This is an optimization exercise on Yosys and OpenROAD, whose aim is small area, not a production implementation. Power figures rest on the tool's default switching activity, not on a simulated workload.

==> 04-11 <==
Design router_top, start of the top module:
module router_top(input clock,resetn,read_enb_0,read_enb_1,read_enb_2,pkt_valid,input [7:0]data_in, output [7:0]data_out_0,data_out_1,data_out_2, output vld_out_0,vld_out_1,vld_out_2,err,busy);
==> module router_fifo, before the edit <==
module router_fifo(input clock,resetn,soft_reset,write_enb,read_enb,input[7:0]data_in,output full,empty,output [7:0]data_out);
reg [3:0]wr_ptr,rd_ptr;
reg cleared;
reg [7:0]mem[15:0];
assign full  = (wr_ptr+4'd1)==rd_ptr;
assign empty = wr_ptr==rd_ptr;
always@(posedge clock)
	if(!full)
		mem[wr_ptr]<=data_in;
always@(posedge clock)
	if(!resetn || soft_reset)
		wr_ptr<=0;
	else if(write_enb && !full)
		wr_ptr<=wr_ptr+1'b1;
always@(posedge clock)
	if(!resetn || soft_reset) begin
		rd_ptr<=0;
		cleared<=1'b1;
	end else if(read_enb && !empty) begin
		rd_ptr<=rd_ptr+1'b1;
		cleared<=1'b0;
	end
reg [7:0]rdata;
integer j;
always@(*) begin
	rdata = 8'd0;
	for(j=0;j<16;j=j+1)
		if(rd_ptr==((j+1)&15) && !(j==15 && cleared))
			rdata = rdata | mem[j];
end
assign data_out = rdata;
endmodule
export LEC_CHECK = 0
export ABC_AREA = 1
export CAP_MARGIN = 20
export CORE_MARGIN = 2
export CORE_UTILIZATION = 60
export CTS_CLUSTER_DIAMETER = 80
export CTS_CLUSTER_SIZE = 30
export SLEW_MARGIN = 20
create_clock -name core_clock -period 5.0 [get_ports {clock}]
run.sh (not shown) runs the stock make flow with config.mk's settings and CLKGATE_MAP_FILE= SYNTH_SCRIPT=/design/flow/synth_recipe.tcl, a recipe that flattens the netlist after the stock synthesis.
==> inputs of 10-19, as changes to 04-11 <==
--- a/flow/design.v
+++ b/flow/design.v
@@ -121,34 +121,42 @@
 endmodule
 module router_fifo(input clock,resetn,soft_reset,write_enb,read_enb,input[7:0]data_in,output full,empty,output [7:0]data_out);
-reg [3:0]wr_ptr,rd_ptr;
+reg [3:0]count;
 reg cleared;
 reg [7:0]mem[15:0];
-assign full  = (wr_ptr+4'd1)==rd_ptr;
-assign empty = wr_ptr==rd_ptr;
+integer i;
+assign full  = count==4'd15;
+assign empty = count==4'd0;
+wire wr = write_enb && !full;
+wire rd = read_enb && !empty;
 always@(posedge clock)
-	if(!full)
-		mem[wr_ptr]<=data_in;
+	if(wr) begin
+		mem[0]<=data_in;
+		for(i=1;i<16;i=i+1)
+			mem[i]<=mem[i-1];
+	end
 always@(posedge clock)
 	if(!resetn || soft_reset)
-		wr_ptr<=0;
-	else if(write_enb && !full)
-		wr_ptr<=wr_ptr+1'b1;
+		count<=0;
+	else if(wr && !rd)
+		count<=count+1'b1;
+	else if(rd && !wr)
+		count<=count-1'b1;
 always@(posedge clock)
-	if(!resetn || soft_reset) begin
-		rd_ptr<=0;
+	if(!resetn || soft_reset)
 		cleared<=1'b1;
-	end else if(read_enb && !empty) begin
-		rd_ptr<=rd_ptr+1'b1;
+	else if(rd)
 		cleared<=1'b0;
+wire [3:0]sa = 4'b1 << count[1:0];
+wire [3:0]sb = (4'b1 << count[3:2]) & {4{~cleared}};
+reg [7:0]r,t; integer j,k;
+always@(*) begin
+	r=0;
+	for(k=0;k<4;k=k+1) begin
+		t=0;
+		for(j=0;j<4;j=j+1) t = t | ({8{sa[j]}} & mem[4*k+j]);
+		r = r | ({8{sb[k]}} & t);
 	end
-reg [7:0]rdata;
-integer j;
-always@(*) begin
-	rdata = 8'd0;
-	for(j=0;j<16;j=j+1)
-		if(rd_ptr==((j+1)&15) && !(j==15 && cleared))
-			rdata = rdata | mem[j];
 end
-assign data_out = rdata;
+assign data_out = r;
 endmodule
 module router_top(input clock,resetn,read_enb_0,read_enb_1,read_enb_2,pkt_valid,input [7:0]data_in, output [7:0]data_out_0,data_out_1,data_out_2, output vld_out_0,vld_out_1,vld_out_2,err,busy);
--- a/flow/config.mk
+++ b/flow/config.mk
@@ -6,5 +6,4 @@
 export NUM_CORES = 4
 export LEC_CHECK = 0
-export ABC_AREA = 1
 export CAP_MARGIN = 20
 export CORE_MARGIN = 2
==> comparison <==
Via count: 04-11 is higher than 10-19 (40%).
In 10-19 the synthesized area is smaller than in 04-11, by about 3.5%.
Worst hold slack: 10-19 is better than 04-11 (31 ps).
Of 10-19 and 04-11, 10-19 has the higher sequential power (gap 14%, measured against 04-11).
Against 04-11, the core utilization of 10-19 is higher by 0.96 points.
Fmax: 10-19 is larger than 04-11 (0.63%).
No run of this note included a check of the RTL's function; only the layout flow was run.

==> run a <==
==> flow/design.v <==
module router_fsm(input clock,resetn,pkt_valid,fifo_full,fifo_empty_0,fifo_empty_1,fifo_empty_2,soft_reset_0,soft_reset_1,soft_reset_2,parity_done,low_pkt_valid,input[1:0]data_in, output write_enb_reg,detect_add,ld_state,laf_state,lfd_state,rst_int_reg,busy,output reg [1:0]temp);
parameter decode_address    =3'b000,
	  load_first_data   =3'b001,
	  load_data         =3'b010,
	  fifo_full_state   =3'b011,
	  load_after_full   =3'b100,
	  load_parity       =3'b101,
	  check_parity_error=3'b110,
	  wait_till_empty   =3'b111;
reg [2:0]ps,ns;
always@(posedge clock)
	if(!resetn)
		temp<=0;
	else if(ps==decode_address)
		temp<=data_in;
wire sel_empty = (data_in==2'b00) ? fifo_empty_0 : (data_in==2'b01) ? fifo_empty_1 : fifo_empty_2;
wire cur_empty = (temp==2'b00) ? fifo_empty_0 : (temp==2'b01) ? fifo_empty_1 : (temp==2'b10) ? fifo_empty_2 : 1'b0;
wire cur_sr    = (temp==2'b00) ? soft_reset_0 : (temp==2'b01) ? soft_reset_1 : (temp==2'b10) ? soft_reset_2 : 1'b0;
always@(posedge clock)
	if(!resetn || cur_sr)
		ps<=decode_address;
	else
		ps<=ns;
always@(*)
begin
	ns=ps;
	case(ps)
		decode_address:
			if(pkt_valid && data_in!=2'b11)
				ns = sel_empty ? load_first_data : wait_till_empty;
		load_first_data:
			ns=load_data;
		load_data:
			if(fifo_full)
				ns=fifo_full_state;
			else if(!pkt_valid)
				ns=load_parity;
		fifo_full_state:
			if(!fifo_full)
				ns=load_after_full;
		load_after_full:
			if(parity_done)
				ns=decode_address;
			else if(low_pkt_valid)
				ns=load_parity;
			else
				ns=load_data;
		load_parity:
			ns=check_parity_error;
		check_parity_error:
			ns = fifo_full ? fifo_full_state : decode_address;
		wait_till_empty:
			if(cur_empty)
				ns=load_first_data;
	endcase
end
assign detect_add = (ps==decode_address);
assign lfd_state  = (ps==load_first_data);
assign ld_state   = (ps==load_data);
assign busy = (ps!=decode_address) && (ps!=load_data);
assign write_enb_reg = (ps==load_data) || (ps==load_parity) || (ps==load_after_full);
assign laf_state = (ps==load_after_full);
assign rst_int_reg = (ps==check_parity_error);
endmodule
module router_sync(input clock,resetn,full_0,full_1,full_2,empty_0,empty_1,empty_2,write_enb_reg,read_enb_0,read_enb_1,read_enb_2,input[1:0]temp,output [2:0]write_enb,output vld_out_0,vld_out_1,vld_out_2,output fifo_full,output soft_reset_0,soft_reset_1,soft_reset_2);
assign fifo_full = (temp==2'b00) ? full_0 : (temp==2'b01) ? full_1 : (temp==2'b10) ? full_2 : 1'b0;
assign write_enb = write_enb_reg ? {temp==2'b10, temp==2'b01, temp==2'b00} : 3'b000;
assign vld_out_0 = ~empty_0;
assign vld_out_1 = ~empty_1;
assign vld_out_2 = ~empty_2;
router_wdog W0 (.clock(clock),.resetn(resetn),.vld(vld_out_0),.read_enb(read_enb_0),.soft_reset(soft_reset_0));
router_wdog W1 (.clock(clock),.resetn(resetn),.vld(vld_out_1),.read_enb(read_enb_1),.soft_reset(soft_reset_1));
router_wdog W2 (.clock(clock),.resetn(resetn),.vld(vld_out_2),.read_enb(read_enb_2),.soft_reset(soft_reset_2));
endmodule
module router_wdog(input clock,resetn,vld,read_enb,output reg soft_reset);
reg [4:0]count;
wire last = count[4] & ~count[2] & ~count[1] & ~count[0];
always@(posedge clock)
	if(!resetn || !vld || read_enb || last)
		count<=0;
	else
		count<={count[3:0], ~(count[4]^count[2])};
always@(posedge clock)
	soft_reset <= resetn && vld && !read_enb && last;
endmodule
module router_reg(input clock,resetn,pkt_valid,fifo_full,rst_int_reg,detect_add,ld_state,laf_state,lfd_state,input[7:0]data_in,output reg err,parity_done,low_pkt_valid,output reg[7:0]dout);
reg[7:0]full_byte,parity_diff;
wire hdr_ld = detect_add && pkt_valid && data_in[1:0]!=2'b11;
always@(posedge clock)
	if(hdr_ld || (ld_state && !fifo_full))
		dout<=data_in;
	else if(laf_state)
		dout<=full_byte;
always@(posedge clock)
	if(ld_state && fifo_full)
		full_byte<=data_in;
always@(posedge clock)
	if(!resetn)
		parity_diff<=8'd0;
	else if(detect_add)
		parity_diff<= hdr_ld ? data_in : 8'd0;
	else if(ld_state)
		parity_diff<=parity_diff^data_in;
always@(posedge clock)
	if(!resetn || rst_int_reg)
		low_pkt_valid<=1'b0;
	else if(ld_state && !pkt_valid)
		low_pkt_valid<=1'b1;
always@(posedge clock)
	if(!resetn)
		parity_done<=1'b0;
	else if((ld_state && !fifo_full && !pkt_valid) || (laf_state && low_pkt_valid))
		parity_done<=1'b1;
	else if(detect_add)
		parity_done<=1'b0;
always@(posedge clock)
	if(!resetn)
		err<=1'b0;
	else if(parity_done)
		err<= |parity_diff;
endmodule
module router_fifo(input clock,resetn,soft_reset,write_enb,read_enb,input[7:0]data_in,output full,empty,output [7:0]data_out);
reg [3:0]wr_ptr,rd_ptr;
reg cleared;
reg [7:0]mem[15:0];
assign full  = (wr_ptr+4'd1)==rd_ptr;
assign empty = wr_ptr==rd_ptr;
always@(posedge clock)
	if(!full)
		mem[wr_ptr]<=data_in;
always@(posedge clock)
	if(!resetn || soft_reset)
		wr_ptr<=0;
	else if(write_enb && !full)
		wr_ptr<=wr_ptr+1'b1;
always@(posedge clock)
	if(!resetn || soft_reset) begin
		rd_ptr<=0;
		cleared<=1'b1;
	end else if(read_enb && !empty) begin
		rd_ptr<=rd_ptr+1'b1;
		cleared<=1'b0;
	end
reg [7:0]rdata;
integer j;
always@(*) begin
	rdata = 8'd0;
	for(j=0;j<16;j=j+1)
		if(rd_ptr==((j+1)&15) && !(j==15 && cleared))
			rdata = rdata | mem[j];
end
assign data_out = rdata;
endmodule
module router_top(input clock,resetn,read_enb_0,read_enb_1,read_enb_2,pkt_valid,input [7:0]data_in, output [7:0]data_out_0,data_out_1,data_out_2, output vld_out_0,vld_out_1,vld_out_2,err,busy);
wire [2:0]write_enb;
wire [7:0]dout;
wire [1:0]temp;
wire fifo_full,empty_0,empty_1,empty_2,full_0,full_1,full_2,soft_reset_0,soft_reset_1,soft_reset_2;
wire parity_done,low_pkt_valid,write_enb_reg,detect_add,ld_state,laf_state,lfd_state,rst_int_reg;
router_fsm FSM1 (.clock(clock),.resetn(resetn),.pkt_valid(pkt_valid),.fifo_full(fifo_full),
	.fifo_empty_0(empty_0),.fifo_empty_1(empty_1),.fifo_empty_2(empty_2),
	.soft_reset_0(soft_reset_0),.soft_reset_1(soft_reset_1),.soft_reset_2(soft_reset_2),
	.parity_done(parity_done),.low_pkt_valid(low_pkt_valid),.data_in(data_in[1:0]),
	.write_enb_reg(write_enb_reg),.detect_add(detect_add),.ld_state(ld_state),.laf_state(laf_state),
	.lfd_state(lfd_state),.rst_int_reg(rst_int_reg),.busy(busy),.temp(temp));
router_sync SYNC1 (.clock(clock),.resetn(resetn),.temp(temp),.full_0(full_0),.full_1(full_1),.full_2(full_2),
	.empty_0(empty_0),.empty_1(empty_1),.empty_2(empty_2),.write_enb_reg(write_enb_reg),
	.read_enb_0(read_enb_0),.read_enb_1(read_enb_1),.read_enb_2(read_enb_2),.write_enb(write_enb),
	.vld_out_0(vld_out_0),.vld_out_1(vld_out_1),.vld_out_2(vld_out_2),.fifo_full(fifo_full),
	.soft_reset_0(soft_reset_0),.soft_reset_1(soft_reset_1),.soft_reset_2(soft_reset_2));
router_reg REG1 (.clock(clock),.resetn(resetn),.pkt_valid(pkt_valid),.fifo_full(fifo_full),.rst_int_reg(rst_int_reg),
	.detect_add(detect_add),.ld_state(ld_state),.laf_state(laf_state),.lfd_state(lfd_state),.data_in(data_in),
	.err(err),.parity_done(parity_done),.low_pkt_valid(low_pkt_valid),.dout(dout));
router_fifo FIFO0 (.clock(clock),.resetn(resetn),.soft_reset(soft_reset_0),.write_enb(write_enb[0]),.read_enb(read_enb_0),.data_in(dout),.full(full_0),.empty(empty_0),.data_out(data_out_0));
router_fifo FIFO1 (.clock(clock),.resetn(resetn),.soft_reset(soft_reset_1),.write_enb(write_enb[1]),.read_enb(read_enb_1),.data_in(dout),.full(full_1),.empty(empty_1),.data_out(data_out_1));
router_fifo FIFO2 (.clock(clock),.resetn(resetn),.soft_reset(soft_reset_2),.write_enb(write_enb[2]),.read_enb(read_enb_2),.data_in(dout),.full(full_2),.empty(empty_2),.data_out(data_out_2));
endmodule
==> flow/run.sh <==
#!/bin/bash
# synth_recipe.tcl (not shown) runs the flow's synth.tcl, then flattens the netlist and writes it again
# the make line also repeats each setting of config.mk as NAME=value (left out here)
make -C /OpenROAD-flow-scripts/flow DESIGN_CONFIG=/design/flow/config.mk WORK_HOME=/design/flow/orfs CLKGATE_MAP_FILE= SYNTH_SCRIPT=/design/flow/synth_recipe.tcl finish
==> flow/config.mk <==
export PLATFORM = sky130hd
export DESIGN_NAME = router_top
export DESIGN_NICKNAME = router_top
export VERILOG_FILES = /design/flow/design.v
export SDC_FILE = /design/flow/constraint.sdc
export NUM_CORES = 4
export LEC_CHECK = 0
export ABC_AREA = 1
export CAP_MARGIN = 20
export CORE_MARGIN = 2
export CORE_UTILIZATION = 60
export CTS_BUF_LIST = sky130_fd_sc_hd__clkbuf_8
export CTS_CLUSTER_DIAMETER = 60
export CTS_CLUSTER_SIZE = 20
export SLEW_MARGIN = 20
==> flow/constraint.sdc <==
create_clock -name core_clock -period 5.0 [get_ports {clock}]
set_input_delay 1.0000 -clock core_clock [delete_from_list [all_inputs] [get_ports {clock}]]
set_output_delay 1.0000 -clock core_clock [all_outputs]
set_load 0.01 [all_outputs]
==> inputs of run b, as changes to run a <==
==> flow/design.v, changed modules only <==
module router_fsm(input clock,resetn,pkt_valid,fifo_full,fifo_empty_0,fifo_empty_1,fifo_empty_2,soft_reset_0,soft_reset_1,soft_reset_2,parity_done,low_pkt_valid,input[1:0]data_in, output write_enb_reg,detect_add,ld_state,laf_state,lfd_state,rst_int_reg,busy,output reg [1:0]temp);
parameter decode_address    =3'b000,
	  load_first_data   =3'b001,
	  load_data         =3'b010,
	  fifo_full_state   =3'b011,
	  load_after_full   =3'b100,
	  load_parity       =3'b101,
	  check_parity_error=3'b110,
	  wait_till_empty   =3'b111;
reg [2:0]ps,ns;
always@(posedge clock)
	if(ps==decode_address)
		temp<=data_in;
wire sel_empty = (data_in==2'b00) ? fifo_empty_0 : (data_in==2'b01) ? fifo_empty_1 : fifo_empty_2;
wire cur_empty = (temp==2'b00) ? fifo_empty_0 : (temp==2'b01) ? fifo_empty_1 : (temp==2'b10) ? fifo_empty_2 : 1'b0;
wire cur_sr    = (temp==2'b00) ? soft_reset_0 : (temp==2'b01) ? soft_reset_1 : (temp==2'b10) ? soft_reset_2 : 1'b0;
always@(posedge clock)
	if(!resetn || cur_sr)
		ps<=decode_address;
	else
		ps<=ns;
always@(*)
begin
	ns=ps;
	case(ps)
		decode_address:
			if(pkt_valid && data_in!=2'b11)
				ns = sel_empty ? load_first_data : wait_till_empty;
		load_first_data:
			ns=load_data;
		load_data:
			if(fifo_full)
				ns=fifo_full_state;
			else if(!pkt_valid)
				ns=load_parity;
		fifo_full_state:
			if(!fifo_full)
				ns=load_after_full;
		load_after_full:
			if(parity_done)
				ns=decode_address;
			else if(low_pkt_valid)
				ns=load_parity;
			else
				ns=load_data;
		load_parity:
			ns=check_parity_error;
		check_parity_error:
			ns = fifo_full ? fifo_full_state : decode_address;
		wait_till_empty:
			if(cur_empty)
				ns=load_first_data;
	endcase
end
assign detect_add = (ps==decode_address);
assign lfd_state  = (ps==load_first_data);
assign ld_state   = (ps==load_data);
assign busy = (ps!=decode_address) && (ps!=load_data);
assign write_enb_reg = (ps==load_data) || (ps==load_parity) || (ps==load_after_full);
assign laf_state = (ps==load_after_full);
assign rst_int_reg = (ps==check_parity_error);
endmodule
module router_wdog(input clock,resetn,vld,read_enb,output soft_reset);
reg [4:0]count;
assign soft_reset = count==5'b10000;
always@(posedge clock)
	if(!resetn || !vld || read_enb)
		count<=0;
	else
		count<={count[3:0], ~(count[4]^count[2]) | soft_reset};
endmodule
module router_reg(input clock,resetn,pkt_valid,fifo_full,rst_int_reg,detect_add,ld_state,laf_state,lfd_state,input[7:0]data_in,output reg err,parity_done,low_pkt_valid,output reg[7:0]dout);
reg[7:0]full_byte,parity_diff;
wire hdr_ld = detect_add && pkt_valid && data_in[1:0]!=2'b11;
always@(posedge clock)
	if(hdr_ld || (ld_state && !fifo_full))
		dout<=data_in;
	else if(laf_state)
		dout<=full_byte;
always@(posedge clock)
	if(ld_state && fifo_full)
		full_byte<=data_in;
always@(posedge clock)
	if(detect_add)
		parity_diff<= hdr_ld ? data_in : 8'd0;
	else if(ld_state)
		parity_diff<=parity_diff^data_in;
always@(posedge clock)
	if(!resetn || rst_int_reg)
		low_pkt_valid<=1'b0;
	else if(ld_state && !pkt_valid)
		low_pkt_valid<=1'b1;
always@(posedge clock)
	if(!resetn)
		parity_done<=1'b0;
	else if((ld_state && !fifo_full && !pkt_valid) || (laf_state && low_pkt_valid))
		parity_done<=1'b1;
	else if(detect_add)
		parity_done<=1'b0;
always@(posedge clock)
	if(!resetn)
		err<=1'b0;
	else if(parity_done)
		err<= |parity_diff;
endmodule
module router_fifo(input clock,resetn,soft_reset,write_enb,read_enb,input[7:0]data_in,output full,empty,output [7:0]data_out);
reg [3:0]count;
reg cleared;
reg [7:0]mem[15:0];
integer i;
assign full  = count==4'd15;
assign empty = count==4'd0;
wire wr = write_enb && !full;
wire rd = read_enb && !empty;
always@(posedge clock)
	if(wr) begin
		mem[0]<=data_in;
		for(i=1;i<16;i=i+1)
			mem[i]<=mem[i-1];
	end
always@(posedge clock)
	if(!resetn || soft_reset)
		count<=0;
	else if(wr && !rd)
		count<=count+1'b1;
	else if(rd && !wr)
		count<=count-1'b1;
always@(posedge clock)
	if(!resetn || soft_reset)
		cleared<=1'b1;
	else if(rd)
		cleared<=1'b0;
reg [7:0]r; integer j;
always@(*) begin
	r=0;
	for(j=0;j<16;j=j+1) if(count==j && !cleared) r = r | mem[j];
end
assign data_out = r;
endmodule
==> flow/flow/run.sh (new file) <==
#!/bin/bash
set -euo pipefail
export BUFFER_PORTS_ARGS="-buffer_cell sky130_fd_sc_hd__buf_1"
export CTS_ARGS="-sink_clustering_enable -repair_clock_nets -sink_clustering_size 30 -sink_clustering_max_diameter 80 -dont_use_dummy_load -root_buf sky130_fd_sc_hd__clkbuf_8 -tree_buf sky130_fd_sc_hd__clkbuf_8"
bash standard.sh > run_standard.log 2>&1
==> flow/standard.sh (new file) <==
#!/bin/bash
# synth_recipe.tcl (not shown) runs the flow's synth.tcl, then flattens the netlist and writes it again
# the make line also repeats each setting of config.mk as NAME=value (left out here)
make -C /OpenROAD-flow-scripts/flow DESIGN_CONFIG=/design/flow/config.mk WORK_HOME=/design/flow/orfs CLKGATE_MAP_FILE= SYNTH_SCRIPT=/design/flow/synth_recipe.tcl "${@:-finish}"
- CORE_UTILIZATION: 60 -> 70
- CTS_BUF_LIST: sky130_fd_sc_hd__clkbuf_8 -> unset
- CTS_CLUSTER_DIAMETER: 60 -> unset
- CTS_CLUSTER_SIZE: 20 -> unset
removed: flow/run.sh
==> results.txt <==
- In run a the cell count is larger than in run b, by about 17%.
- Clock skew: run a is lower than run b (0.0047 ns).
- Of run b and run a, run a has the higher combinational power (gap 35%, measured against run a).
- Of run b and run a, run a has the higher clock power (gap 22%, measured against run a).
- Between run a and run b, the lower power is in run b (gap about 13%, measured against run b).
- In run b the utilization is higher than in run a, by 9.2 points.
Function was not checked in any run of this note: the RTL went through the layout flow alone.

==> port drivers added, routing unchanged <==
The results above use ideal ports. As a check the final layouts listed here were re-extracted and re-timed, cells and wires unchanged. Step 1 (the two cells are an assumption about what drives the block):
set clk [get_ports {clock}]
set_driving_cell -lib_cell sky130_fd_sc_hd__clkbuf_16 $clk
set_driving_cell -lib_cell sky130_fd_sc_hd__buf_2 [delete_from_list [all_inputs] $clk]
Step 2 moves the port delays by t, midway between the first and last clock arrival at a register: inputs arrive t later, outputs are due t later. That takes back most of the time a late clock gives input paths. a / b / c = ideal ports / drivers / drivers and shift; a / b = the first two.
run | shift t [ns] | setup slack, ns | hold WS [ns] | worst setup path at the end
04-11 | 0.573 | 0.641 / 0.593 / 1.166 | 0.417 / 0.417 / 0.417 | register to output
10-19 | 0.568 | 0.669 / 0.617 / 1.185 | 0.449 / 0.449 / 0.449 | register to output
run a | 0.601 | 0.518 / 0.473 / 1.075 | 0.420 / 0.420 / 0.420 | register to output
run b | 0.639 | 1.152 / 1.103 / 1.545 | 0.440 / 0.440 / 0.440 | register to register
After both steps every run listed still meets setup and hold.
